This is an optimization exercise on Yosys and OpenROAD, whose aim is small area, not a production implementation. Function was checked by simulation only, so behaviour that the tests miss may differ from the original. The flow treats the clock pin as an ideal source, which a real chip does not have. Power figures rest on the tool's default switching activity, not on a simulated workload.

===== flow/standard.sh =====
#!/bin/bash
# synth_recipe.tcl (not shown) runs the flow's synth.tcl, then flattens the netlist and writes it again
# the make line also repeats each setting of config.mk as NAME=value (left out here)
make -C /OpenROAD-flow-scripts/flow DESIGN_CONFIG=/design/flow/config.mk WORK_HOME=/design/flow/orfs CLKGATE_MAP_FILE= SYNTH_SCRIPT=/design/flow/synth_recipe.tcl "${@:-finish}"

===== flow/design.v =====
module debounce(key, clk, reset, sample, fall);
input key, clk, reset, sample;
output fall;
reg pre_key;
reg out;
assign fall = out & ~pre_key & ~key;
always @(posedge clk or negedge reset)
begin
	if (!reset) begin
		pre_key <= 1'b1;
		out <= 1'b1;
	end else if (sample) begin
		pre_key <= key;
		if (pre_key == key) out <= key;
	end
end
endmodule
module lab3(clk_50M,key0,key1,key2,reset_n,RS,RW,DB,EN,ON);
input clk_50M,key0,key1,key2,reset_n;
output EN,ON;
output RS,RW;
output [7:0] DB;
reg [16:0] kdiv;
reg [2:0] sub;
localparam [25:0] CS_INIT  = 26'h2bf2131;   
localparam [25:0] CS_LAST  = 26'h15f9098;   
localparam [25:0] CS_START = 26'h051e238;   
reg [25:0] count_sec;
reg [8:0] q;
localparam [3:0] I_ADDR = 4'b1000, I_INIT = 4'b1001, I_PRE = 4'b1100, I_GO = 4'b1101;
reg [3:0] idx;
reg [3:0] dbl;    
reg [3:0] S_1; reg [2:0] S_10;
reg [3:0] M_1; reg [2:0] M_10;
reg [3:0] H_1; reg [1:0] H_10;
wire kz14   = (kdiv[15:2] == 14'd0);
wire kz16   = kz14 & ~kdiv[1] & ~kdiv[0];
wire sample = kz16 & ~kdiv[16];                           
wire apply  = kz14 & kdiv[1] & ~kdiv[0] & ~kdiv[16];      
wire f0, f1, f2;
debounce D1(.clk(clk_50M), .key(key0), .reset(reset_n), .sample(sample), .fall(f0));
debounce D2(.clk(clk_50M), .key(key1), .reset(reset_n), .sample(sample), .fall(f1));
debounce D3(.clk(clk_50M), .key(key2), .reset(reset_n), .sample(sample), .fall(f2));
reg [1:0] key_field;
always @(posedge clk_50M)
	if (sample) key_field <= f0 ? 2'd1 : f1 ? 2'd2 : f2 ? 2'd3 : 2'd0;
wire tick  = (count_sec == CS_LAST);
wire start = (count_sec == CS_START);
wire neg0 = apply & (key_field == 2'd1);
wire neg1 = apply & (key_field == 2'd2);
wire neg2 = apply & (key_field == 2'd3);
wire s1_9  = S_1[3] & S_1[0];
wire s10_5 = S_10[2] & S_10[0];
wire m1_9  = M_1[3] & M_1[0];
wire m10_5 = M_10[2] & M_10[0];
wire h1_9  = H_1[3] & H_1[0];
wire h_23  = H_10[1] & H_1[1] & H_1[0];
wire inc_s = neg0 | tick;
wire inc_m = neg1 | (tick & s1_9 & s10_5);
wire inc_h = neg2 | (tick & s1_9 & s10_5 & m1_9 & m10_5);
wire hold   = (idx == I_PRE) & q[8] & ~q[0];
wire inc_q  = (sub == 3'd0) & ~hold;
wire wrap   = inc_q & q[8] & q[0];
wire [8:0] q_next = wrap ? 9'd0 : q + {8'd0, inc_q};
reg [3:0] idx_step;
always @* begin
	case (idx)
		I_ADDR: idx_step = 4'd0;
		I_INIT: idx_step = 4'd1;
		I_PRE:  idx_step = I_PRE;
		I_GO:   idx_step = I_INIT;
		default: idx_step = idx + 4'd1;
	endcase
end
wire [3:0] idx_next = wrap ? idx_step : (start & (idx == I_PRE)) ? I_GO : idx;
reg [3:0] byte_lo;
always @* begin
	case (idx_next)
		4'd0: byte_lo = S_1;
		4'd1: byte_lo = {1'b0, S_10};
		4'd2: byte_lo = 4'd10;
		4'd3: byte_lo = M_1;
		4'd4: byte_lo = {1'b0, M_10};
		4'd5: byte_lo = 4'd10;
		4'd6: byte_lo = H_1;
		4'd7: byte_lo = {2'b0, H_10};
		I_INIT: byte_lo = 4'd6;
		default: byte_lo = 4'd0;
	endcase
end
wire load = (q_next < 9'd7);
assign ON = 1'b1;
assign EN = (q >= 9'd2) & (q <= 9'd4);
assign RS = ~idx[3];
assign RW = idx[3] & idx[2];
assign DB = {idx == I_ADDR, 1'b0, RS, RS, dbl};
always @(posedge clk_50M or negedge reset_n)
begin
	if (!reset_n) begin
		kdiv <= 17'h00081;
		sub <= 3'd0;
		count_sec <= CS_INIT;
		q <= 9'd257;
		idx <= I_PRE;
		dbl <= 4'd0;
		S_1 <= 0; S_10 <= 0; M_1 <= 0; M_10 <= 0; H_1 <= 0; H_10 <= 0;
	end else begin
		kdiv <= {kdiv[15:0], kdiv[16] ^ kdiv[13] ^ kz16};
		sub <= sub + 1'b1;
		count_sec <= {count_sec[24:0], count_sec[25] ^ count_sec[5] ^ count_sec[1] ^ count_sec[0] ^ tick};
		q <= q_next;
		idx <= idx_next;
		if (load) dbl <= byte_lo;
		if (inc_s) begin
			S_1 <= s1_9 ? 4'd0 : S_1 + 1'b1;
			if (s1_9) S_10 <= s10_5 ? 3'd0 : S_10 + 1'b1;
		end
		if (inc_m) begin
			M_1 <= m1_9 ? 4'd0 : M_1 + 1'b1;
			if (m1_9) M_10 <= m10_5 ? 3'd0 : M_10 + 1'b1;
		end
		if (inc_h) begin
			if (h_23) begin
				H_1 <= 4'd0; H_10 <= 2'd0;
			end else if (h1_9) begin
				H_1 <= 4'd0; H_10 <= H_10 + 1'b1;
			end else
				H_1 <= H_1 + 1'b1;
		end
	end
end
endmodule

===== flow/config.mk =====
export PLATFORM = sky130hd
export DESIGN_NAME = lab3
export DESIGN_NICKNAME = lab3
export VERILOG_FILES = /design/flow/design.v
export SDC_FILE = /design/flow/constraint.sdc
export NUM_CORES = 4
export LEC_CHECK = 0
export CAP_MARGIN = 20
export CORE_MARGIN = 2
export CORE_UTILIZATION = 80
export PLACE_DENSITY = 0.9
export SLEW_MARGIN = 20

===== flow/flow/run.sh =====
#!/bin/bash
# Own flow: the standard synthesis, its gates re-mapped for area by ABC
# (registers untouched; the smallest of a few ABC scripts is kept), then the
# standard layout with small port buffers and a clock tree without dummy loads.
set -euo pipefail
W=$(pwd)
R=$W/orfs/results/$FLOW_PLATFORM/lab3/base
FLOWDIR=$(cd "$(dirname "${BASH_SOURCE[0]}")" && pwd)

bash standard.sh synth > $W/flow_synth.log 2>&1
cp $R/1_2_yosys.v $W/standard_1_2_yosys.v

SCRIPTS=(
  "strash;&get,-n;&dch,-f;&if,-a,-K,6;&mfs;&st;&dch,-f;&nf,-a,-R,1000;&put"
  "strash;&get,-n;&dch,-f;&nf,-a,-R,1000;&put"
  "strash;&get,-n;&st;&syn2;&dch,-f;&nf,-a,-R,1000;&put"
  "strash;dc2;dch,-f;map,-a;amap"
  "strash;&get,-n;&dch,-f;&if,-a,-K,4;&mfs;&st;&dch,-f;&nf,-a,-R,1000;&put"
)
for i in "${!SCRIPTS[@]}"; do
  REABC_LIB=$FLOW_HOME/platforms/$FLOW_PLATFORM/lib/sky130_fd_sc_hd__tt_025C_1v80.lib \
  REABC_IN=$W/standard_1_2_yosys.v REABC_OUT=$W/reabc_$i.v REABC_SCRIPT="${SCRIPTS[$i]}" \
    yosys -c $FLOWDIR/reabc.tcl > $W/flow_reabc_$i.log 2>&1 &
done
wait
best=""; best_area=""
for i in "${!SCRIPTS[@]}"; do
  [[ -s $W/reabc_$i.v && -s $W/reabc_$i.v.area ]] || continue
  a=$(grep "Chip area" $W/reabc_$i.v.area | awk '{print $NF}')
  echo "script $i area $a" >> $W/flow_reabc_choice.log
  if [[ -z "$best" ]] || awk -v a="$a" -v b="$best_area" 'BEGIN{exit !(a<b)}'; then best=$i; best_area=$a; fi
done
echo "chosen $best area $best_area" >> $W/flow_reabc_choice.log
if [[ -n "$best" ]]; then
  cp $W/reabc_$best.v $R/1_2_yosys.v
  rm -f $R/1_synth.odb $R/1_synth.sdc
fi

bash standard.sh \
  "BUFFER_PORTS_ARGS=-buffer_cell sky130_fd_sc_hd__buf_1" \
  "CTS_ARGS=-sink_clustering_enable -repair_clock_nets -dont_use_dummy_load -buf_list sky130_fd_sc_hd__clkbuf_4" \
  finish > $W/flow_finish.log 2>&1

===== flow/constraint.sdc =====
create_clock -name core_clock -period 20.0 [get_ports {clk_50M}]
set_input_delay 4.0000 -clock core_clock [delete_from_list [all_inputs] [get_ports {clk_50M}]]
set_output_delay 4.0000 -clock core_clock [all_outputs]
set_load 0.01 [all_outputs]

===== flow/flow/reabc.tcl =====
# Re-map the combinational logic of the standard synthesis for area.
# The flip-flops and tie cells of the standard netlist are kept as they are
# (same instances, names and cell types); only the gates between them are
# re-synthesised by ABC with the script in REABC_SCRIPT.
yosys -import
set lib $::env(REABC_LIB)
read_liberty -ignore_miss_func $lib
read_verilog $::env(REABC_IN)
hierarchy -top $::env(FLOW_TOP)
blackbox sky130_fd_sc_hd__df* sky130_fd_sc_hd__edf* sky130_fd_sc_hd__sdf* sky130_fd_sc_hd__dl* sky130_fd_sc_hd__conb*
flatten
opt_clean
abc -liberty $lib -dont_use sky130_fd_sc_hd__conb_1 -dont_use sky130_fd_sc_hd__fill_1 -dont_use sky130_fd_sc_hd__fill_2 -dont_use sky130_fd_sc_hd__fill_4 -dont_use sky130_fd_sc_hd__fill_8 -dont_use sky130_fd_sc_hd__lpflow_bleeder_1 -dont_use sky130_fd_sc_hd__lpflow_clkbufkapwr_1 -dont_use sky130_fd_sc_hd__lpflow_clkbufkapwr_16 -dont_use sky130_fd_sc_hd__lpflow_clkbufkapwr_2 -dont_use sky130_fd_sc_hd__lpflow_clkbufkapwr_4 -dont_use sky130_fd_sc_hd__lpflow_clkbufkapwr_8 -dont_use sky130_fd_sc_hd__lpflow_clkinvkapwr_1 -dont_use sky130_fd_sc_hd__lpflow_clkinvkapwr_16 -dont_use sky130_fd_sc_hd__lpflow_clkinvkapwr_2 -dont_use sky130_fd_sc_hd__lpflow_clkinvkapwr_4 -dont_use sky130_fd_sc_hd__lpflow_clkinvkapwr_8 -dont_use sky130_fd_sc_hd__lpflow_decapkapwr_12 -dont_use sky130_fd_sc_hd__lpflow_decapkapwr_3 -dont_use sky130_fd_sc_hd__lpflow_decapkapwr_4 -dont_use sky130_fd_sc_hd__lpflow_decapkapwr_6 -dont_use sky130_fd_sc_hd__lpflow_decapkapwr_8 -dont_use sky130_fd_sc_hd__lpflow_inputiso0n_1 -dont_use sky130_fd_sc_hd__lpflow_inputiso0p_1 -dont_use sky130_fd_sc_hd__lpflow_inputiso1n_1 -dont_use sky130_fd_sc_hd__lpflow_inputiso1p_1 -dont_use sky130_fd_sc_hd__lpflow_inputisolatch_1 -dont_use sky130_fd_sc_hd__lpflow_isobufsrc_1 -dont_use sky130_fd_sc_hd__lpflow_isobufsrc_16 -dont_use sky130_fd_sc_hd__lpflow_isobufsrc_2 -dont_use sky130_fd_sc_hd__lpflow_isobufsrc_4 -dont_use sky130_fd_sc_hd__lpflow_isobufsrc_8 -dont_use sky130_fd_sc_hd__lpflow_isobufsrckapwr_16 -dont_use sky130_fd_sc_hd__lpflow_lsbuf_lh_hl_isowell_tap_1 -dont_use sky130_fd_sc_hd__lpflow_lsbuf_lh_hl_isowell_tap_2 -dont_use sky130_fd_sc_hd__lpflow_lsbuf_lh_hl_isowell_tap_4 -dont_use sky130_fd_sc_hd__lpflow_lsbuf_lh_isowell_4 -dont_use sky130_fd_sc_hd__lpflow_lsbuf_lh_isowell_tap_1 -dont_use sky130_fd_sc_hd__lpflow_lsbuf_lh_isowell_tap_2 -dont_use sky130_fd_sc_hd__lpflow_lsbuf_lh_isowell_tap_4 -dont_use sky130_fd_sc_hd__probe_p_8 -dont_use sky130_fd_sc_hd__probec_p_8  -script "+$::env(REABC_SCRIPT)"
opt_clean -purge
hilomap -singleton -hicell sky130_fd_sc_hd__conb_1 HI -locell sky130_fd_sc_hd__conb_1 LO
insbuf -buf sky130_fd_sc_hd__buf_4 A X
splitnets
opt_clean -purge
select $::env(FLOW_TOP)
check
tee -o $::env(REABC_OUT).area stat -liberty $lib
write_verilog -noattr -nohex -nodec -selected $::env(REABC_OUT)

==> flow_summary.ini, run 1 <==
[hold_path]
hp-class = reg -> reg
hold_depth = 0
hp-start = count_sec[17]$_DFF_PN1_
min_to = count_sec[18]$_DFF_PN1_

[global_routing]
grt_max_degree = 90
grt_pass1_wl_um = 11270
antenna_found_initial = 0
grt_pass1_vias = 2398
grtUsageTotal = 0.2932
grt_overflow_total = 0

[timing]
setup_viol_count_final = 0
hold_violations = 0
finalClockSkew_ns = 0.02586
tns_ns = 0
finalCriticalPeriod_ns = 5.813
tightest_slew_ns = 0.8989
worst_slack_ns = 14.19
rsz0062_at_grt = false
slew_violations = 0
finalCritPeriodShare = 0.2906
fmax_ghz = 0.1720
slew_headroom = 0.4007

[critical_path]
crit_path_max_fanout = 9
cpMaxStageDelayCell = dfstp_2
rr_worst_depth = 10
crit_path_end_kind = output pin
path_cells = clkinv_1 > nor4_1 > buf_1
cp_data_required_time_ns = 16.00
critPathLaunchType = flop
crit_type = reg -> out
reg2reg_from = sub[0]$_DFF_PN0_
critical_path.startpoint = idx[3]$_DFF_PN1_
cpPeakStageDelay_ns = 0.56
critPathArrivalTime_ns = 1.81
r2r_slack_ns = 16.69
reg2reg_to = dbl[2]$_DFFE_PN0N_

[drt]
antenna_left = 0
via_count = 2528
wl_per_cell_um = 16.78
via_per_inst = 6.368
drc = 0
first_pass_iters = 5
drtIter0Drc = 244
routed_wl_um = 6660

[power]
irDropWorstVdd_mv = 0.07267
p_leak_nw = 1.657
p_per_area_nw_per_um2 = 69.36

[yosys]
synth_fp_nets = 333
syn_area_um2 = 3626
avgSynthCellArea_um2 = 11.05
yosysWarnings = 2
synthCells = 328

[floorplan]
die_area_um2 = 5087
core_um2 = 4354
fp-row-count = 24
die_h_um = 71.33
pin_count = 17
start_util = 0.8328
die_w_um = 71.33

[clocking]
ctsHoldBuffers = 0
cts_sinks = 91
clk_path_buf_depth = 2
cts_buffers = 9
cts_root_buffer = clkbuf_4
cts_tree = done
cts_max_level = 3
post_cts_resized = 0
cts_setup_buffers = 0
clk_latency_ns = 0.42
clkTransAtPathRegs_ns = 0.12

[final_layout]
areaGrowthSynthToFinish_pct = 4.072
fin_nets = 352
diodes = 0
stdcell_count = 397
multiInputGateArea_um2 = 1214
nFillCells = 205
regArea_um2 = 2318
drive_above_1_share = 0.1043

[placed_design]
gp_congestion = 0.7961
place_inst = 388
pre_cts_ws_ns = 14.67
hpwlAfterDp_um = 4684
io_buffers = 14

[flow_run]
max_cap_viol_count = 0

[status]
outcome = finished clean
-- worst max path at each step --
stage,end,slack (ns),cells after the start
3_3_place_gp,DB[7],14.80,3
4_1_cts,DB[7],14.19,3
6_report,DB[7],14.19,3
2_1_floorplan,DB[7],14.78,2
5_1_grt,DB[7],14.05,3
3_5_place_dp,DB[7],14.67,3
-- where the power goes --
part	internal (mW)	switching (mW)
sequential	0.185	0.000395
combinational	0.000888	0.00399
clock	0.0210	0.0501
-- sequential cells by signal (all words and copies together) (netlist names), 2 cells and up --
register,count
S_10,3
q,9
key_field,2
M_10,3
sub,3
S_1,4
idx,4
dbl,4
H_10,2
count_sec,26
H_1,4
kdiv,17
M_1,4
-- critical path: cells and delay by family, from the launching register on --
| family | cells | cell delay [ns] |
|---|---|---|
| and+or+nand+nor | 1 | 0.42 |
| buffers and inverters | 2 | 0.41 |
| DFF | 1 | 0.56 |
-- layout make-up --
cell class	count	share of cell area
Sequential cell	91	0.6144
Multi-Input combinational cell	219	0.3216
Clock buffer	9	0.01790
Tap cell	52	0.01724
Inverter	11	0.01094
Timing Repair Buffer	15	0.01790
-- per-stage QoR --
step	power (mW)	hold slack [ns]	util	cell area, µm²
after CTS	0.2628	0.3685	0.8658	3770
after global placement	0.1938	0.3573	0.8503	3702
after global routing	0.2693	0.3640	0.8667	3774
final	0.2617	0.3667	0.8667	3774
after floorplan	0.1900	0.3464	-	3626
after detailed placement	0.1940	0.3572	0.8503	3702
-- metal layers --
metal | track usage | vias to the layer above | share of wire
li1 | - | 1202 | -
met5 | 0 | - | 0
met2 | 0.4434 | 101 | 0.49
met4 | 0.1216 | 0 | 0.020
met1 | 0.4233 | 1209 | 0.43
met3 | 0.06610 | 16 | 0.055
-- layout by cell type (no fill, tap or decap), types with 2 or more instances in the layout --
master / n
dfrtp_1: 64
nand2_1: 37
nor2_1: 30
a21oi_1: 27
o21ai_0: 26
dfstp_2: 25
buf_1: 13
clkinv_1: 11
nor4_1: 10
clkbuf_4: 10
nand3_1: 7
and2_0: 7
and3_1: 7
nand4_1: 5
o21a_1: 5
o31ai_1: 4
nor3_1: 4
a31oi_1: 4
xor2_1: 3
nand3b_1: 3
o22ai_1: 3
a22oi_1: 3
nand2b_1: 3
or4_1: 2
or3b_1: 2
or4b_1: 2
mux2_1: 2
a21o_1: 2
or2_0: 2
mux2i_1: 2
a221oi_1: 2
nor3b_1: 2
xnor2_1: 2
conb_1: 2
edfxtp_1: 2
==> inputs of run 2 (changes only) <==
--- a/flow/config.mk
+++ b/flow/config.mk
@@ -8,5 +8,5 @@
 export CAP_MARGIN = 20
 export CORE_MARGIN = 2
-export CORE_UTILIZATION = 80
-export PLACE_DENSITY = 0.9
+export CORE_UTILIZATION = 90
+export PLACE_DENSITY = 0.95
 export SLEW_MARGIN = 20
==> run 2 against run 1 <==
Effect of this change:
- the flow now stops in global placement without I/O (3_1_place_gp_skip_io)
- synthesized cell count did not move
- synthesized area is the same
==> flow_summary.ini, run 2 <==
[status]
stop_stage = global placement without I/O (3_1_place_gp_skip_io)
error = [ERROR GPL-0301] Utilization 100.326 % exceeds 100%.
outcome = stopped before the end

[floorplan]
start_util = 0.9197
fp-row-count = 23
die_w_um = 67.48
die_h_um = 67.48

[yosys]
yosysWarnings = 2
avgSynthCellArea_um2 = 11.05
synth_fp_nets = 333
syn_area_um2 = 3626
synthCells = 328
==> inputs of run 3 (changes only) <==
--- a/flow/flow/run.sh
+++ b/flow/flow/run.sh
@@ -39,4 +39,4 @@
 bash standard.sh \
   "BUFFER_PORTS_ARGS=-buffer_cell sky130_fd_sc_hd__buf_1" \
-  "CTS_ARGS=-sink_clustering_enable -repair_clock_nets -dont_use_dummy_load -buf_list sky130_fd_sc_hd__clkbuf_4" \
+  "CTS_ARGS=-sink_clustering_enable -repair_clock_nets -dont_use_dummy_load -buf_list sky130_fd_sc_hd__clkbuf_4 -root_buf sky130_fd_sc_hd__clkbuf_8" \
   finish > $W/flow_finish.log 2>&1
--- a/flow/config.mk
+++ b/flow/config.mk
@@ -8,5 +8,5 @@
 export CAP_MARGIN = 20
 export CORE_MARGIN = 2
-export CORE_UTILIZATION = 90
-export PLACE_DENSITY = 0.95
+export CORE_UTILIZATION = 80
+export PLACE_DENSITY = 0.9
 export SLEW_MARGIN = 20
==> run 3 against run 2 <==
Effect of this change:
- now clean on timing, DRC and antenna
- synthesized area is the same
- synthesized cell count is the same
==> flow_summary.ini, run 3 <==
[status]
outcome = finished clean

[clocking]
cts_setup_buffers = 0
cts_max_level = 3
cts_root_buffer = clkbuf_8
clk_path_buf_depth = 2
clk_latency_ns = 0.35
cts_sinks = 91
post_cts_resized = 0
ctsHoldBuffers = 0
cts_buffers = 9
clkTransAtPathRegs_ns = 0.08
cts_tree = done

[floorplan]
start_util = 0.8328
die_h_um = 71.33
die_w_um = 71.33
pin_count = 17
die_area_um2 = 5087
core_um2 = 4354
fp-row-count = 24

[drt]
via_per_inst = 6.529
drc = 0
antenna_left = 0
drtIter0Drc = 340
wl_met3_um = 437
via_count = 2592
met2_length_um = 3763
routed_wl_um = 7427
dr.max_layer_used = met4
wl_per_cell_um = 18.71
met1_length_um = 3068
first_pass_iters = 5

[global_routing]
grt_pass1_vias = 2539
grt_overflow_total = 0
grt_max_degree = 90
grtUsageTotal = 0.3282
grt_pass1_wl_um = 12410
antenna_found_initial = 0

[power]
finalPower_mw = 0.2858
p_per_area_nw_per_um2 = 74.62
irDropWorstVdd_mv = 0.07036
p_leak_nw = 1.680

[yosys]
syn_area_um2 = 3626
synthCells = 328
yosysWarnings = 2
synth_fp_nets = 333
avgSynthCellArea_um2 = 11.05

[timing]
setup_viol_count_final = 0
slew_violations = 0
finalClockSkew_ns = 0.01564
finalCritPeriodShare = 0.2859
rsz0062_at_grt = false
worst_slack_ns = 14.28
hold_violations = 0
tns_ns = 0
worst_hold_slack_ns = 0.3604
fmax_ghz = 0.1749
slew_headroom = 0.4083
tightest_slew_ns = 0.8875
finalCriticalPeriod_ns = 5.719

[placed_design]
hpwlAfterDp_um = 4684
place_inst = 388
pre_cts_ws_ns = 14.67
io_buffers = 14
gp_congestion = 0.7961

[hold_path]
hp-class = reg -> reg
hold_depth = 0

[critical_path]
path_depth = 3
reg2reg_to = dbl[2]$_DFFE_PN0N_
r2r_slack_ns = 16.71
critical_path.startpoint = idx[3]$_DFF_PN1_
cpPeakStageDelay_ns = 0.55
critPathLaunchType = flop
path_cells = clkinv_1 > nor4_1 > buf_1
reg2reg_from = sub[0]$_DFF_PN0_
rr_worst_depth = 10
crit_path_max_fanout = 9
critPathArrivalTime_ns = 1.72
cpLargestDelayFamily = flip-flops
crit_type = reg -> out
cpMaxStageDelayCell = dfstp_2
crit_buf_inv = 2
crit_end = DB[7]
crit_path_end_kind = output pin
cp_data_required_time_ns = 16.00

[final_layout]
nFillCells = 189
regMostFlops = count_sec
mostFrequentLayoutCell = dfrtp_1
largest_registers = count_sec x26, kdiv x17, q x9
regArea_um2 = 2318
fin_nets = 352
final_cell_mix = dfrtp_1, nand2_1, nor2_1
drive_above_1_share = 0.1043
areaGrowthSynthToFinish_pct = 5.624
diodes = 0
stdcell_count = 397
multiInputGateArea_um2 = 1214
largest_reg_flops = 26

[flow_run]
max_cap_viol_count = 0
==> run 3: how the worst min path moves through the flow <==
stage	startpoint	slack [ns]	to
finish	kdiv[10]$_DFF_PN0_	0.36	kdiv[11]$_DFF_PN0_
global route	kdiv[10]$_DFF_PN0_	0.37	kdiv[11]$_DFF_PN0_
CTS	kdiv[10]$_DFF_PN0_	0.36	kdiv[11]$_DFF_PN0_
detailed placement	count_sec[4]$_DFF_PN1_	0.36	count_sec[5]$_DFF_PN1_
global placement	count_sec[20]$_DFF_PN1_	0.36	count_sec[21]$_DFF_PN1_
floorplan	count_sec[2]$_DFF_PN0_	0.35	count_sec[3]$_DFF_PN0_
==> run 3: layout make-up <==
type	instances	area share
Sequential cell	91	0.6054
Tap cell	52	0.01699
Multi-Input combinational cell	219	0.3169
Inverter	11	0.01078
Timing Repair Buffer	15	0.01764
Clock buffer	9	0.03234
==> run 3: power by group <==
group	total (mW)	internal, mW	switching, mW	leakage (nW)
sequential	0.186	0.185	0.000445	1.14
clock	0.0950	0.0403	0.0546	0.0647
combinational	0.00509	0.000890	0.00420	0.476
==> run 3: stage by stage <==
stage	util	cell area, µm²
3_5_place_dp	0.8503	3702
6_report	0.8796	3830
3_3_place_gp	0.8503	3702
2_1_floorplan	-	3626
5_1_grt	0.8796	3830
4_1_cts	0.8787	3826
==> run 3: metal layers <==
metal / vias to the layer above / global-route usage
met5: - / 0
met4: 0 / 0.1216
met3: 21 / 0.08158
met2: 114 / 0.5237
met1: 1260 / 0.4476
li1: 1197 / -
==> run 3: worst register-to-register path, cell delays in order (launching register included) <==
cell	delay, ns
dfrtp_1	0.42
nor3_1	0.30
and2_0	0.34
and3_1	0.21
and2_0	0.23
and3_1	0.23
and2_0	0.24
or2_0	0.17
a21oi_1	0.05
or4_1	0.61
mux2_1	0.35
==> inputs of run 4 (changes only) <==
--- a/flow/flow/run.sh
+++ b/flow/flow/run.sh
@@ -2,5 +2,6 @@
 # Own flow: the standard synthesis, its gates re-mapped for area by ABC
 # (registers untouched; the smallest of a few ABC scripts is kept), then the
-# standard layout with small port buffers and a clock tree without dummy loads.
+# standard layout with small port buffers and a clock tree without dummy loads
+# (clkbuf_4, upsized to clkbuf_8 where one drives 12 or more flip-flops).
 set -euo pipefail
 W=$(pwd)
@@ -17,4 +18,7 @@
   "strash;dc2;dch,-f;map,-a;amap"
   "strash;&get,-n;&dch,-f;&if,-a,-K,4;&mfs;&st;&dch,-f;&nf,-a,-R,1000;&put"
+  "strash;&get,-n;&dch,-f;&if,-a,-K,5;&mfs;&st;&dch,-f;&nf,-a,-R,1000;&put"
+  "strash;&get,-n;&deepsyn,-I,4,-J,30,-S,2;&dch,-f;&nf,-a,-R,1000;&put"
+  "strash;&get,-n;&deepsyn,-I,20,-J,100;&dch,-f;&nf,-a,-R,1000;&put"
 )
 for i in "${!SCRIPTS[@]}"; do
@@ -39,4 +43,5 @@
 bash standard.sh \
   "BUFFER_PORTS_ARGS=-buffer_cell sky130_fd_sc_hd__buf_1" \
-  "CTS_ARGS=-sink_clustering_enable -repair_clock_nets -dont_use_dummy_load -buf_list sky130_fd_sc_hd__clkbuf_4 -root_buf sky130_fd_sc_hd__clkbuf_8" \
+  "CTS_ARGS=-sink_clustering_enable -repair_clock_nets -dont_use_dummy_load -buf_list sky130_fd_sc_hd__clkbuf_4" \
+  "POST_CTS_TCL=$FLOWDIR/post_cts.tcl" \
   finish > $W/flow_finish.log 2>&1
==> flow/flow/post_cts.tcl (new file) <==
set db [ord::get_db]
set block [[$db getChip] getBlock]
set big [$db findMaster sky130_fd_sc_hd__clkbuf_8]
set n 0
foreach inst [$block getInsts] {
  if { [[$inst getMaster] getName] ne "sky130_fd_sc_hd__clkbuf_4" } { continue }
  set out [$inst findITerm X]
  set net [$out getNet]
  if { $net eq "NULL" } { continue }
  set fanout [expr { [llength [$net getITerms]] - 1 }]
  if { $fanout >= 12 } {
    $inst swapMaster $big
    incr n
    puts "post_cts: [$inst getName] drives $fanout pins, now clkbuf_8"
  }
}
puts "post_cts: upsized $n clock buffers"
if { $n > 0 } {
  detailed_placement
  check_placement -verbose
  estimate_parasitics -placement
}
==> run 4 against run 3 <==
Effect of this change:
- critical path type unchanged
- synthesized cell count is 7.3% lower
- setup slack got worse by 0.15 ns
- clock-buffer cell count is the same
==> flow_summary.ini, run 4 <==
[clocking]
clkTransAtPathRegs_ns = 0.08
cts_sinks = 91
cts_tree = done
clk_latency_ns = 0.44

[timing]
tns_ns = 0
finalClockSkew_ns = 0.03949
worst_hold_slack_ns = 0.3671
finalCritPeriodShare = 0.2936
rsz0062_at_grt = false
hold_violations = 0
tightest_slew_ns = 0.7338
setup_viol_count_final = 0
fmax_ghz = 0.1703
slew_violations = 0
slew_headroom = 0.5108
finalCriticalPeriod_ns = 5.873

[yosys]
avgSynthCellArea_um2 = 11.60
syn_area_um2 = 3526
synthCells = 304
synth_fp_nets = 309
yosysWarnings = 2

[floorplan]
core_um2 = 4294
die_h_um = 70.39
fp-row-count = 24
start_util = 0.8211
pin_count = 17
die_area_um2 = 4954
die_w_um = 70.39

[power]
p_leak_nw = 1.617
switching_share = 0.2063
p_seq_frac = 0.684
switching_power_mw = 0.05596
power_frac_clock = 0.300
p_per_area_nw_per_um2 = 73.23
irDropWorstVdd_mv = 0.08376
intPower_mw = 0.2152
p_comb_frac = 0.017
finalPower_mw = 0.2712

[hold_path]
hp-class = reg -> reg

[drt]
via_count = 2298
first_pass_iters = 4
via_per_inst = 6.161
wl_per_cell_um = 16.35
drtIter0Drc = 170
drc = 0
antenna_left = 0
routed_wl_um = 6099

[critical_path]
cpMaxStageDelayCell = or4_1
cpPeakStageDelay_ns = 0.51
crit_buf_inv = 1
critPathArrivalTime_ns = 1.87
crit_type = reg -> out
cp_data_required_time_ns = 16.00
critPathLaunchType = flop
crit_path_max_fanout = 3
cpLargestDelayFamily = simple AND/OR/NAND/NOR gates
path_cells = or4_1 > nor3_1 > nand2_1 > nor2_1 > buf_1
crit_path_end_kind = output pin

[status]
outcome = finished clean

[final_layout]
nFillCells = 219
largest_reg_flops = 26
stdcell_count = 373
utilization = 0.8625
mostFrequentLayoutCell = dfrtp_1
regMostFlops = count_sec
multiInputGateArea_um2 = 1115
areaGrowthSynthToFinish_pct = 5.039
diodes = 0
drive_above_1_share = 0.1153
largest_registers = count_sec x26, kdiv x17, q x9
fin_nets = 328
regArea_um2 = 2318
final_cell_mix = dfrtp_1, nor2_1, dfstp_2, a21oi_1, nand2_1

[global_routing]
grt_pass1_wl_um = 10380
grt_pass1_vias = 2249
antenna_found_initial = 0
grt_max_degree = 90
grt_overflow_total = 0
grtUsageTotal = 0.2770

[placed_design]
place_inst = 364
hpwlAfterDp_um = 4315
gp_congestion = 0.8705
io_buffers = 14

[flow_run]
max_cap_viol_count = 0
[run 4: layout make-up]
cell class	count	share of cell area
Sequential cell	91	0.6260
Multi-Input combinational cell	194	0.3010
Clock buffer	9	0.02500
Timing Repair Buffer	15	0.01824
Tap cell	52	0.01757
Inverter	12	0.01216
[run 4: path summary, 6_finish.rpt]
| kind | from | end | slack [ns] | cells after the start |
|---|---|---|---|---|
| worst min register to register | count_sec[4]$_DFF_PN1_ | count_sec[5]$_DFF_PN1_ | 0.37 | 0 |
| worst min-delay path | count_sec[4]$_DFF_PN1_ | count_sec[5]$_DFF_PN1_ | 0.37 | 0 |
| worst max register to register | count_sec[17]$_DFF_PN1_ | H_10[1]$_DFFE_PN0P_ | 16.31 | 12 |
| worst max-delay path | q[6]$_DFF_PN0_ | EN | 14.13 | 5 |
| min in group asynchronous | reset_n | sub[2]$_DFF_PN0_ | 3.70 | 2 |
| max in group asynchronous | reset_n | M_1[3]$_DFFE_PN0N_ | 15.76 | 2 |
[run 4: routing by layer]
layer	wire (µm)	GRT usage
met3	221	0.05339
met5	0	0
met1	2787	0.3895
met2	2928	0.4245
met4	162	0.1325
[run 4: per-stage QoR]
stage               setup slack [ns]  instance area [µm²]
floorplan                      14.67                 3526
global placement               14.58                 3602
detailed placement             14.57                 3602
global route                   13.98                 3704
finish                         14.13                 3704
[run 4: power by group through the flow]
| stage | logic [mW] | registers [mW] | clock network, mW |
|---|---|---|---|
| after floorplan | 0.000773 | 0.189 | 0 |
| after global placement | 0.00452 | 0.189 | 0 |
| after detailed placement | 0.00468 | 0.189 | 0 |
| after global routing | 0.00546 | 0.185 | 0.0867 |
| final | 0.00453 | 0.185 | 0.0813 |
==> inputs of run 5 (changes only) <==
--- a/flow/flow/run.sh
+++ b/flow/flow/run.sh
@@ -3,5 +3,5 @@
 # (registers untouched; the smallest of a few ABC scripts is kept), then the
 # standard layout with small port buffers and a clock tree without dummy loads
-# (clkbuf_4, upsized to clkbuf_8 where one drives 12 or more flip-flops).
+# (clkbuf_4, upsized to clkbuf_8 where one drives 11 or more flip-flops).
 set -euo pipefail
 W=$(pwd)
--- a/flow/flow/post_cts.tcl
+++ b/flow/flow/post_cts.tcl
@@ -9,5 +9,5 @@
   if { $net eq "NULL" } { continue }
   set fanout [expr { [llength [$net getITerms]] - 1 }]
-  if { $fanout >= 12 } {
+  if { $fanout >= 11 } {
     $inst swapMaster $big
     incr n
==> run 5 against run 4 <==
Effect of this change:
- sequential power is essentially flat
- die area is the same
- global-route usage grew 1.8 points
- synthesized cell count is the same
- cell count is the same
- routed wire length grew 7.7%
- sequential share of layout area shrank 0.32 points
- critical path depth is the same
- register-to-register slack is essentially flat
- non-clock buffer count is the same
- via count grew 1.4%
==> flow_summary.ini, run 5 <==
[placed_design]
place_area_um2 = 3602
place_inst = 364
hpwlAfterDp_um = 4315
io_buffers = 14
gp_congestion = 0.8705

[floorplan]
die_area_um2 = 4954
die_w_um = 70.39
pin_count = 17
die_h_um = 70.39
fp-row-count = 24
start_util = 0.8211
core_um2 = 4294

[power]
p_leak_nw = 1.624
p_per_area_nw_per_um2 = 74.96
finalPower_mw = 0.2790
irDropWorstVdd_mv = 0.07184

[timing]
setup_viol_count_final = 0
tightest_slew_ns = 0.7514
finalCritPeriodShare = 0.2941
rsz0062_at_grt = false
fmax_ghz = 0.1700
tns_ns = 0
finalCriticalPeriod_ns = 5.882
finalClockSkew_ns = 0.02199
slew_violations = 0
slew_headroom = 0.4991
hold_violations = 0

[drt]
routed_wl_um = 6571
antenna_left = 0
wl_per_cell_um = 17.62
first_pass_iters = 4
drc = 0
drtIter0Drc = 204
via_count = 2330
via_per_inst = 6.247

[global_routing]
grtUsageTotal = 0.2955
grt_pass1_wl_um = 11050
grt_pass1_vias = 2350
grt_max_degree = 90
antenna_found_initial = 0
grt_overflow_total = 0

[final_layout]
diodes = 0
mostFrequentLayoutCell = dfrtp_1
largest_registers = count_sec x26, kdiv x17, q x9
nFillCells = 201
multiInputGateArea_um2 = 1115
largest_reg_flops = 26
utilization = 0.8668
fin_area_um2 = 3722
regArea_um2 = 2318
final_cell_mix = dfrtp_1, nor2_1, dfstp_2, a21oi_1, nand2_1
areaGrowthSynthToFinish_pct = 5.571
regMostFlops = count_sec
fin_nets = 328
drive_above_1_share = 0.1153
stdcell_count = 373

[yosys]
synth_fp_nets = 309
syn_area_um2 = 3526
synthCells = 304
yosysWarnings = 2
avgSynthCellArea_um2 = 11.60

[critical_path]
crit_path_end_kind = output pin
path_cells = or4_1 > nor3_1 > nand2_1 > nor2_1 > buf_1
crit_path_max_fanout = 3
critPathArrivalTime_ns = 1.88
critPathLaunchType = flop
crit_type = reg -> out
cpPeakStageDelay_ns = 0.51
cp_data_required_time_ns = 16.00
cpMaxStageDelayCell = or4_1

[clocking]
clk_latency_ns = 0.42
clkTransAtPathRegs_ns = 0.08
cts_sinks = 91
cts_tree = done

[flow_run]
max_cap_viol_count = 0

[status]
outcome = finished clean

[hold_path]
hp-class = reg -> reg
[run 5: metrics by stage]
stage	worst slack (ns)	hold WS, ns
global placement	14.58	0.3527
global route	13.96	0.3722
detailed placement	14.57	0.3593
floorplan	14.67	0.3466
finish	14.12	0.3588
[run 5: layer usage]
layer	up-vias	global-route usage	wire [µm]	share of wire
li1	1102	-	-	-
met2	70	0.4654	3188	0.49
met1	1143	0.4089	2897	0.44
met3	15	0.05195	339	0.052
met5	-	0	0	0
met4	0	0.1368	146	0.022
[run 5: area by class of cell]
type                    count  area share
inverters                  12     0.01210
well taps                  52     0.01748
repair buffers             15     0.01815
flip-flops and latches     91      0.6229
multi-input cells         194      0.2995
clock buffers               9     0.02992
[run 5: path summary, 6_finish.rpt]
| path | startpoint | to | slack, ns | cells after the start |
|---|---|---|---|---|
| hold reg to reg | count_sec[20]$_DFF_PN1_ | count_sec[21]$_DFF_PN1_ | 0.36 | 0 |
| min in group asynchronous | reset_n | H_10[0]$_DFFE_PN0P_ | 3.73 | 2 |
| setup / recovery | q[6]$_DFF_PN0_ | EN | 14.12 | 5 |
| hold / removal | count_sec[20]$_DFF_PN1_ | count_sec[21]$_DFF_PN1_ | 0.36 | 0 |
| max in group asynchronous | reset_n | H_1[1]$_DFFE_PN0P_ | 15.74 | 2 |
| setup reg to reg | count_sec[17]$_DFF_PN1_ | H_10[1]$_DFFE_PN0P_ | 16.31 | 12 |
[run 5: worst max-delay path, delay by kind of cell (launching register included)]
kind / cells / cell delay [ns]
and+or+nand+nor: 4 / 0.94
buffers and inverters: 1 / 0.15
DFF: 1 / 0.39
[run 5: where the power goes]
| group | internal [mW] | leakage [nW] | switching, mW | total, mW |
|---|---|---|---|---|
| logic | 0.000674 | 0.429 | 0.00401 | 0.00468 |
| clock network | 0.0357 | 0.0595 | 0.0532 | 0.0889 |
| registers | 0.185 | 1.14 | 0.000248 | 0.185 |
==> inputs of run 6 (changes only) <==
--- a/flow/flow/run.sh
+++ b/flow/flow/run.sh
@@ -14,11 +14,10 @@
 SCRIPTS=(
   "strash;&get,-n;&dch,-f;&if,-a,-K,6;&mfs;&st;&dch,-f;&nf,-a,-R,1000;&put"
-  "strash;&get,-n;&dch,-f;&nf,-a,-R,1000;&put"
-  "strash;&get,-n;&st;&syn2;&dch,-f;&nf,-a,-R,1000;&put"
-  "strash;dc2;dch,-f;map,-a;amap"
   "strash;&get,-n;&dch,-f;&if,-a,-K,4;&mfs;&st;&dch,-f;&nf,-a,-R,1000;&put"
   "strash;&get,-n;&dch,-f;&if,-a,-K,5;&mfs;&st;&dch,-f;&nf,-a,-R,1000;&put"
   "strash;&get,-n;&deepsyn,-I,4,-J,30,-S,2;&dch,-f;&nf,-a,-R,1000;&put"
   "strash;&get,-n;&deepsyn,-I,20,-J,100;&dch,-f;&nf,-a,-R,1000;&put"
+  "strash;&get,-n;&deepsyn,-I,20,-J,100,-S,11;&dch,-f;&nf,-a,-R,1000;&put"
+  "strash;&get,-n;&dc2;&deepsyn,-I,20,-J,100;&dch,-f;&nf,-a,-R,1000;&put"
 )
 for i in "${!SCRIPTS[@]}"; do
==> run 6 against run 5 <==
Effect of this change:
- critical path depth unchanged
- hold slack better by 0.0029 ns
- global-route usage up 0.40 points
- setup slack better by 0.18 ns
- first-iteration DRC count down 10%
- die area about the same
- via count up 3.5%
- clock-buffer cell count unchanged
- non-clock buffer count up 1
- flip-flop and latch count unchanged
- core utilization down 0.12 points
- combinational power down 2%
==> flow_summary.ini, run 6 <==
[status]
outcome = finished clean

[placed_design]
pre_cts_ws_ns = 14.77
io_buffers = 14
gp_congestion = 0.8138
place_inst = 363
hpwlAfterDp_um = 4448

[timing]
hold_violations = 0
worst_slack_ns = 14.29
worst_hold_slack_ns = 0.3617
tightest_slew_ns = 0.7403
fmax_ghz = 0.1752
slew_violations = 0
slew_headroom = 0.5064
finalCritPeriodShare = 0.2854
tns_ns = 0
finalCriticalPeriod_ns = 5.707
setup_viol_count_final = 0
finalClockSkew_ns = 0.01993
rsz0062_at_grt = false

[critical_path]
cp_data_required_time_ns = 16.00
crit_path_end_kind = output pin
critPathLaunchType = flop
reg2reg_to = H_10[0]$_DFFE_PN0P_
reg2reg_from = count_sec[17]$_DFF_PN1_
crit_type = reg -> out
r2r_slack_ns = 15.93
crit_path_max_fanout = 3
critPathArrivalTime_ns = 1.71
rr_worst_depth = 13

[yosys]
synthCells = 302
synth_fp_nets = 307
yosysWarnings = 2
avgSynthCellArea_um2 = 11.67
syn_area_um2 = 3525

[flow_run]
max_cap_viol_count = 0

[drt]
antenna_left = 0
first_pass_iters = 6
drtIter0Drc = 183
wl_per_cell_um = 17.35
via_count = 2412
routed_wl_um = 6456
via_per_inst = 6.484
drc = 0

[floorplan]
start_util = 0.8208
fp-row-count = 24
die_h_um = 70.38
die_w_um = 70.38
die_area_um2 = 4953
core_um2 = 4294
pin_count = 17

[final_layout]
diodes = 0
mostFrequentLayoutCell = dfrtp_1
regMostFlops = count_sec
final_cell_mix = dfrtp_1, nor2_1, nand2_1
nFillCells = 208
largest_registers = count_sec x26, kdiv x17, q x9
largest_reg_flops = 26
drive_above_1_share = 0.1156
stdcell_count = 372
areaGrowthSynthToFinish_pct = 5.467
fin_nets = 327

[clocking]
clkTransAtPathRegs_ns = 0.08
clk_latency_ns = 0.43
cts_sinks = 91
cts_tree = done

[hold_path]
hold_depth = 0
hp-class = reg -> reg
hp-start = count_sec[20]$_DFF_PN1_
min_to = count_sec[21]$_DFF_PN1_

[global_routing]
antenna_found_initial = 0
grt_pass1_wl_um = 11150
grtUsageTotal = 0.2995
grt_pass1_vias = 2435
grt_overflow_total = 0
grt_max_degree = 90

[power]
p_per_area_nw_per_um2 = 73.87
irDropWorstVdd_mv = 0.06226
p_leak_nw = 1.647
==> run 6: cell types whose count changed in the layout (fill, tap and decap cells not counted), moves of 3 or more <==
cell,change
clkinv_1,-5
a21oi_1,-3
nand2_1,+5
o21ai_0,-6
o22ai_1,+3
==> run 6: per-layer routing <==
layer,global-route usage,share of wire,vias to the layer above
li1,-,-,1103
met1,0.4034,0.42,1186
met2,0.4769,0.50,96
met3,0.07071,0.058,27
met4,0.1239,0.028,0
met5,0,0,-
==> run 6: final cells by class <==
cell class,count,area [µm²],area share
tap,52,65.06,0.01750
timing repair buffer,16,75.07,0.02020
sequential,91,2318,0.6237
multi-input combinational,197,1127,0.3033
clock buffer,9,105.1,0.02827
inverter,7,26.28,0.007068
==> run 6: how the worst max path moves through the flow <==
| stage | startpoint | slack (ns) | cells past startpoint | to |
|---|---|---|---|---|
| 2_1_floorplan | idx[3]$_DFF_PN1_ | 14.84 | 2 | DB[7] |
| 3_3_place_gp | q[5]$_DFF_PN0_ | 14.79 | 5 | EN |
| 3_5_place_dp | q[5]$_DFF_PN0_ | 14.77 | 5 | EN |
| 5_1_grt | q[5]$_DFF_PN0_ | 14.18 | 5 | EN |
| 6_report | q[5]$_DFF_PN0_ | 14.29 | 5 | EN |
==> run 6: stage by stage <==
step	utilization	area, µm²	power, mW
after global routing	0.8657	3717	0.2837
after detailed placement	0.8403	3608	0.1935
after global placement	0.8403	3608	0.1933
final	0.8657	3717	0.2746
after floorplan	-	3525	0.1895
==> run 6: worst max-delay path: stages (launching register included) <==
cell	delay, ns
dfrtp_1	0.40
nor4_1	0.27
nand2_1	0.10
a21oi_1	0.20
o21a_1	0.16
buf_1	0.14
==> run 6: power breakdown <==
part           internal (mW)  switching [mW]  leakage (nW)  total [mW]
clock network         0.0335          0.0511        0.0569      0.0846
logic               0.000675         0.00389         0.454     0.00457
registers              0.185        0.000243          1.14       0.185
==> inputs of run 7 (changes only) <==
--- a/flow/flow/run.sh
+++ b/flow/flow/run.sh
@@ -20,4 +20,6 @@
   "strash;&get,-n;&deepsyn,-I,20,-J,100,-S,11;&dch,-f;&nf,-a,-R,1000;&put"
   "strash;&get,-n;&dc2;&deepsyn,-I,20,-J,100;&dch,-f;&nf,-a,-R,1000;&put"
+  "strash;&get,-n;&deepsyn,-I,20,-J,100,-S,3;&dch,-f;&nf,-a,-R,1000;&put"
+  "strash;&get,-n;&dc2;&deepsyn,-I,20,-J,100,-S,7;&dch,-f;&nf,-a,-R,1000;&put"
 )
 for i in "${!SCRIPTS[@]}"; do
==> run 7 against run 6 <==
Effect of this change:
- combinational power hardly changed
- clock-buffer cell count stayed put
- core utilization stayed put
- hold slack stayed put
- critical path type unchanged
- largest power group unchanged
- highest routed layer unchanged
==> flow_summary.ini, run 7 <==
[final_layout]
largest_reg_flops = 26
drive_above_1_share = 0.1156
regMostFlops = count_sec
largest_registers = count_sec x26, kdiv x17, q x9
fin_nets = 327
utilization = 0.8657
final_cell_mix = dfrtp_1, nor2_1, nand2_1
mostFrequentLayoutCell = dfrtp_1
stdcell_count = 372
diodes = 0
areaGrowthSynthToFinish_pct = 5.467

[critical_path]
path_depth = 5
reg2reg_from = count_sec[17]$_DFF_PN1_
critPathLaunchType = flop
r2r_slack_ns = 15.93
crit_type = reg -> out
critPathArrivalTime_ns = 1.71
path_cells = nor4_1 > nand2_1 > a21oi_1 > o21a_1 > buf_1
critical_path.startpoint = q[5]$_DFF_PN0_
crit_path_max_fanout = 3
crit_path_end_kind = output pin
cpPeakStageDelay_ns = 0.40
crit_buf_inv = 1
cpMaxStageDelayCell = dfrtp_1
cp_data_required_time_ns = 16.00
cpLargestDelayFamily = flip-flops
rr_worst_depth = 13

[yosys]
synthCells = 302
synth_fp_nets = 307
avgSynthCellArea_um2 = 11.67
syn_area_um2 = 3525
yosysWarnings = 2

[drt]
drtIter0Drc = 183
wl_per_cell_um = 17.35
first_pass_iters = 6
routed_wl_um = 6456
drc = 0
via_count = 2412
via_per_inst = 6.484
antenna_left = 0

[global_routing]
grt_pass1_vias = 2435
antenna_found_initial = 0
grt_max_degree = 90
grtUsageTotal = 0.2995
grt_overflow_total = 0
grt_pass1_wl_um = 11150

[clocking]
clk_latency_ns = 0.43
clkTransAtPathRegs_ns = 0.08
cts_tree = done
cts_sinks = 91

[floorplan]
pin_count = 17
die_w_um = 70.38
die_h_um = 70.38
fp-row-count = 24
die_area_um2 = 4953
core_um2 = 4294
start_util = 0.8208

[timing]
finalClockSkew_ns = 0.01993
fmax_ghz = 0.1752
setup_viol_count_final = 0
slew_violations = 0
tns_ns = 0
worst_hold_slack_ns = 0.3617
tightest_slew_ns = 0.7403
hold_violations = 0
finalCritPeriodShare = 0.2854
slew_headroom = 0.5064
finalCriticalPeriod_ns = 5.707
rsz0062_at_grt = false

[placed_design]
hpwlAfterDp_um = 4448
io_buffers = 14
place_inst = 363
gp_congestion = 0.8138

[hold_path]
hold_depth = 0
hp-start = count_sec[20]$_DFF_PN1_
hp-class = reg -> reg

[power]
p_per_area_nw_per_um2 = 73.87
p_leak_nw = 1.647
finalPower_mw = 0.2746
irDropWorstVdd_mv = 0.06226

[status]
outcome = finished clean

[flow_run]
max_cap_viol_count = 0
## run 7: where the power goes
part           leakage [nW]  switching, mW  total (mW)  internal, mW
clock network        0.0569         0.0511      0.0846        0.0335
registers              1.14       0.000243       0.185         0.185
logic                 0.454        0.00389     0.00457      0.000675
## run 7: routing by layer
layer	GRT usage	wire length, µm	share of wire
met5	0	0	0
met4	0.1239	178	0.028
met3	0.07071	372	0.058
met2	0.4769	3212	0.50
met1	0.4034	2693	0.42
## run 7: layout make-up
type                            count  area, µm²
Multi-Input combinational cell    197       1127
Inverter                            7      26.28
Clock buffer                        9      105.1
Timing Repair Buffer               16      75.07
Tap cell                           52      65.06
Fill cell                         208      576.8
Sequential cell                    91       2318
## run 7: worst paths after layout
kind                                           end
min in group asynchronous         idx[1]$_DFF_PN0_
setup / recovery                                EN
hold reg to reg            count_sec[21]$_DFF_PN1_
hold / removal             count_sec[21]$_DFF_PN1_
setup reg to reg               H_10[0]$_DFFE_PN0P_
max in group asynchronous       S_1[1]$_DFFE_PN0N_
## run 7: through the flow
step	cell area, µm²	setup slack (ns)
6_report	3717	14.29
3_3_place_gp	3608	14.79
5_1_grt	3717	14.18
2_1_floorplan	3525	14.84
3_5_place_dp	3608	14.77
==> inputs of run 8 (changes only) <==
--- a/flow/config.mk
+++ b/flow/config.mk
@@ -6,7 +6,7 @@
 export NUM_CORES = 4
 export LEC_CHECK = 0
-export CAP_MARGIN = 20
+export CAP_MARGIN = 0
 export CORE_MARGIN = 2
 export CORE_UTILIZATION = 80
 export PLACE_DENSITY = 0.9
-export SLEW_MARGIN = 20
+export SLEW_MARGIN = 0
==> run 8 against run 7 <==
Effect of this change:
- still clean
- clock skew shrank 0.0012 ns
- first-iteration DRC count decreased by 4.4%
- setup slack better by 0.016 ns
- routed wire length decreased by 1.3%
- flip-flop and latch count unchanged
- cell count did not move
- power down 0.19%
- global-route usage unchanged
- maximum frequency rose by 0.29%
- sequential share of layout area up 0.063 points
- critical endpoint unchanged
==> flow_summary.ini, run 8 <==
[power]
p_leak_nw = 1.645
p_per_area_nw_per_um2 = 73.81
irDropWorstVdd_mv = 0.06187

[floorplan]
core_um2 = 4294
fp-row-count = 24
die_w_um = 70.38
pin_count = 17
die_area_um2 = 4953
start_util = 0.8208
die_h_um = 70.38

[timing]
hold_violations = 0
slew_headroom = 0.3149
setup_viol_count_final = 0
finalCritPeriodShare = 0.2845
tns_ns = 0
worst_hold_slack_ns = 0.3649
tightest_slew_ns = 1.028
rsz0062_at_grt = false
finalClockSkew_ns = 0.01874
fmax_ghz = 0.1757
slew_violations = 0
finalCriticalPeriod_ns = 5.691

[drt]
dr.max_layer_used = met4
routed_wl_um = 6375
drc = 0
via_per_inst = 6.384
met2_length_um = 3233
wl_met3_um = 309
via_count = 2375
wl_per_cell_um = 17.14
antenna_left = 0
drtIter0Drc = 175
first_pass_iters = 6
met1_length_um = 2697

[final_layout]
fin_nets = 327
mostFrequentLayoutCell = dfrtp_1
largest_registers = count_sec x26, kdiv x17, q x9
utilization = 0.8648
drive_above_1_share = 0.1156
largest_reg_flops = 26
multiInputGateArea_um2 = 1127
regArea_um2 = 2318
diodes = 0
final_cell_mix = dfrtp_1, nor2_1, nand2_1
regMostFlops = count_sec
nFillCells = 210
areaGrowthSynthToFinish_pct = 5.360

[yosys]
avgSynthCellArea_um2 = 11.67
syn_area_um2 = 3525
synthCells = 302
synth_fp_nets = 307
yosysWarnings = 2

[clocking]
clkTransAtPathRegs_ns = 0.08
clk_latency_ns = 0.42
cts_tree = done
cts_sinks = 91

[critical_path]
crit_type = reg -> out
critPathLaunchType = flop
critPathArrivalTime_ns = 1.69
crit_path_end_kind = output pin
cp_data_required_time_ns = 16.00
crit_path_max_fanout = 3

[global_routing]
grtUsageTotal = 0.2995
grt_pass1_vias = 2435
antenna_found_initial = 0
grt_max_degree = 90
grt_overflow_total = 0
grt_pass1_wl_um = 11150

[status]
outcome = finished clean

[flow_run]
max_cap_viol_count = 0

[hold_path]
hp-class = reg -> reg

[placed_design]
io_buffers = 14
hpwlAfterDp_um = 4448
gp_congestion = 0.8138
[run 8: stage by stage]
stage	instances	setup WS (ns)	cell area (µm²)	total power, mW
floorplan	302	14.84	3525	0.1895
global placement	363	14.79	3608	0.1933
detailed placement	363	14.77	3608	0.1935
global route	372	14.18	3714	0.2836
finish	372	14.31	3714	0.2741
[run 8: worst max-delay path: stages, from the launching register on]
cell     delay [ns]
dfrtp_1        0.40
nor4_1         0.27
nand2_1        0.10
a21oi_1        0.20
o21a_1         0.16
buf_1          0.14
[run 8: final cells by class]
cell class,instances,area share
clock buffers,9,0.02830
inverters,7,0.007075
multi-input cells,197,0.3036
flip-flops and latches,91,0.6243
well taps,52,0.01752
repair buffers,16,0.01920
[run 8: final timing paths]
path                            slack (ns)                      end  cells past startpoint                    start
worst min register to register        0.36  count_sec[21]$_DFF_PN1_                      0  count_sec[20]$_DFF_PN1_
worst max register to register       15.95      H_10[0]$_DFFE_PN0P_                     13  count_sec[17]$_DFF_PN1_
min in group asynchronous             3.88  count_sec[24]$_DFF_PN0_                      2                  reset_n
worst min-delay path                  0.36  count_sec[21]$_DFF_PN1_                      0  count_sec[20]$_DFF_PN1_
max in group asynchronous            15.46  count_sec[11]$_DFF_PN0_                      2                  reset_n
worst max-delay path                 14.31                       EN                      5           q[5]$_DFF_PN0_
[run 8: power breakdown]
group	switching, mW	internal, mW
Sequential	0.000245	0.185
Clock	0.0506	0.0336
Combinational	0.00386	0.000609
[run 8: metal layers]
metal,track usage,up-vias
li1,-,1102
met1,0.4034,1171
met2,0.4769,84
met3,0.07071,18
met4,0.1239,0
met5,0,-

-- afterwards: timing with drivers on the ports --
In the flow no input, the clock included, has a driving cell. The finished layouts below were timed again as built, in two steps. Step 1 sets driving cells, clkbuf_16 on the clock port and buf_2 on the other inputs (assumed; they add their load-dependent delay and slew). Step 2 times the ports against the registers' clock, not the clock port: input delays grow and output delays shrink by t, the midpoint of the rising clock arrivals with the driver on. Slacks: ideal / step 1 / step 2; pairs: ideal / step 1.
run | t (ns) | setup WS [ns] | latest minus earliest clock arrival (ns) | slew at the worst register clock pin (ns) | worst data-port slew with drivers (ns)
run 1 | 0.436 | 14.188 / 14.161 / 14.597 | 0.026 / 0.026 | 0.12 / 0.12 | 0.03
run 3 | 0.371 | 14.281 / 14.252 / 14.624 | 0.016 / 0.015 | 0.08 / 0.08 | 0.05
run 4 | 0.445 | 14.128 / 14.100 / 14.545 | 0.040 / 0.040 | 0.12 / 0.12 | 0.03
run 5 | 0.438 | 14.118 / 14.091 / 14.529 | 0.022 / 0.022 | 0.09 / 0.09 | 0.03
run 6 | 0.448 | 14.293 / 14.265 / 14.713 | 0.020 / 0.020 | 0.08 / 0.08 | 0.03
run 7 | 0.448 | 14.293 / 14.265 / 14.713 | 0.020 / 0.020 | 0.08 / 0.08 | 0.03
run 8 | 0.436 | 14.309 / 14.282 / 14.718 | 0.019 / 0.019 | 0.08 / 0.08 | 0.03
After both steps every run listed still meets setup and hold.
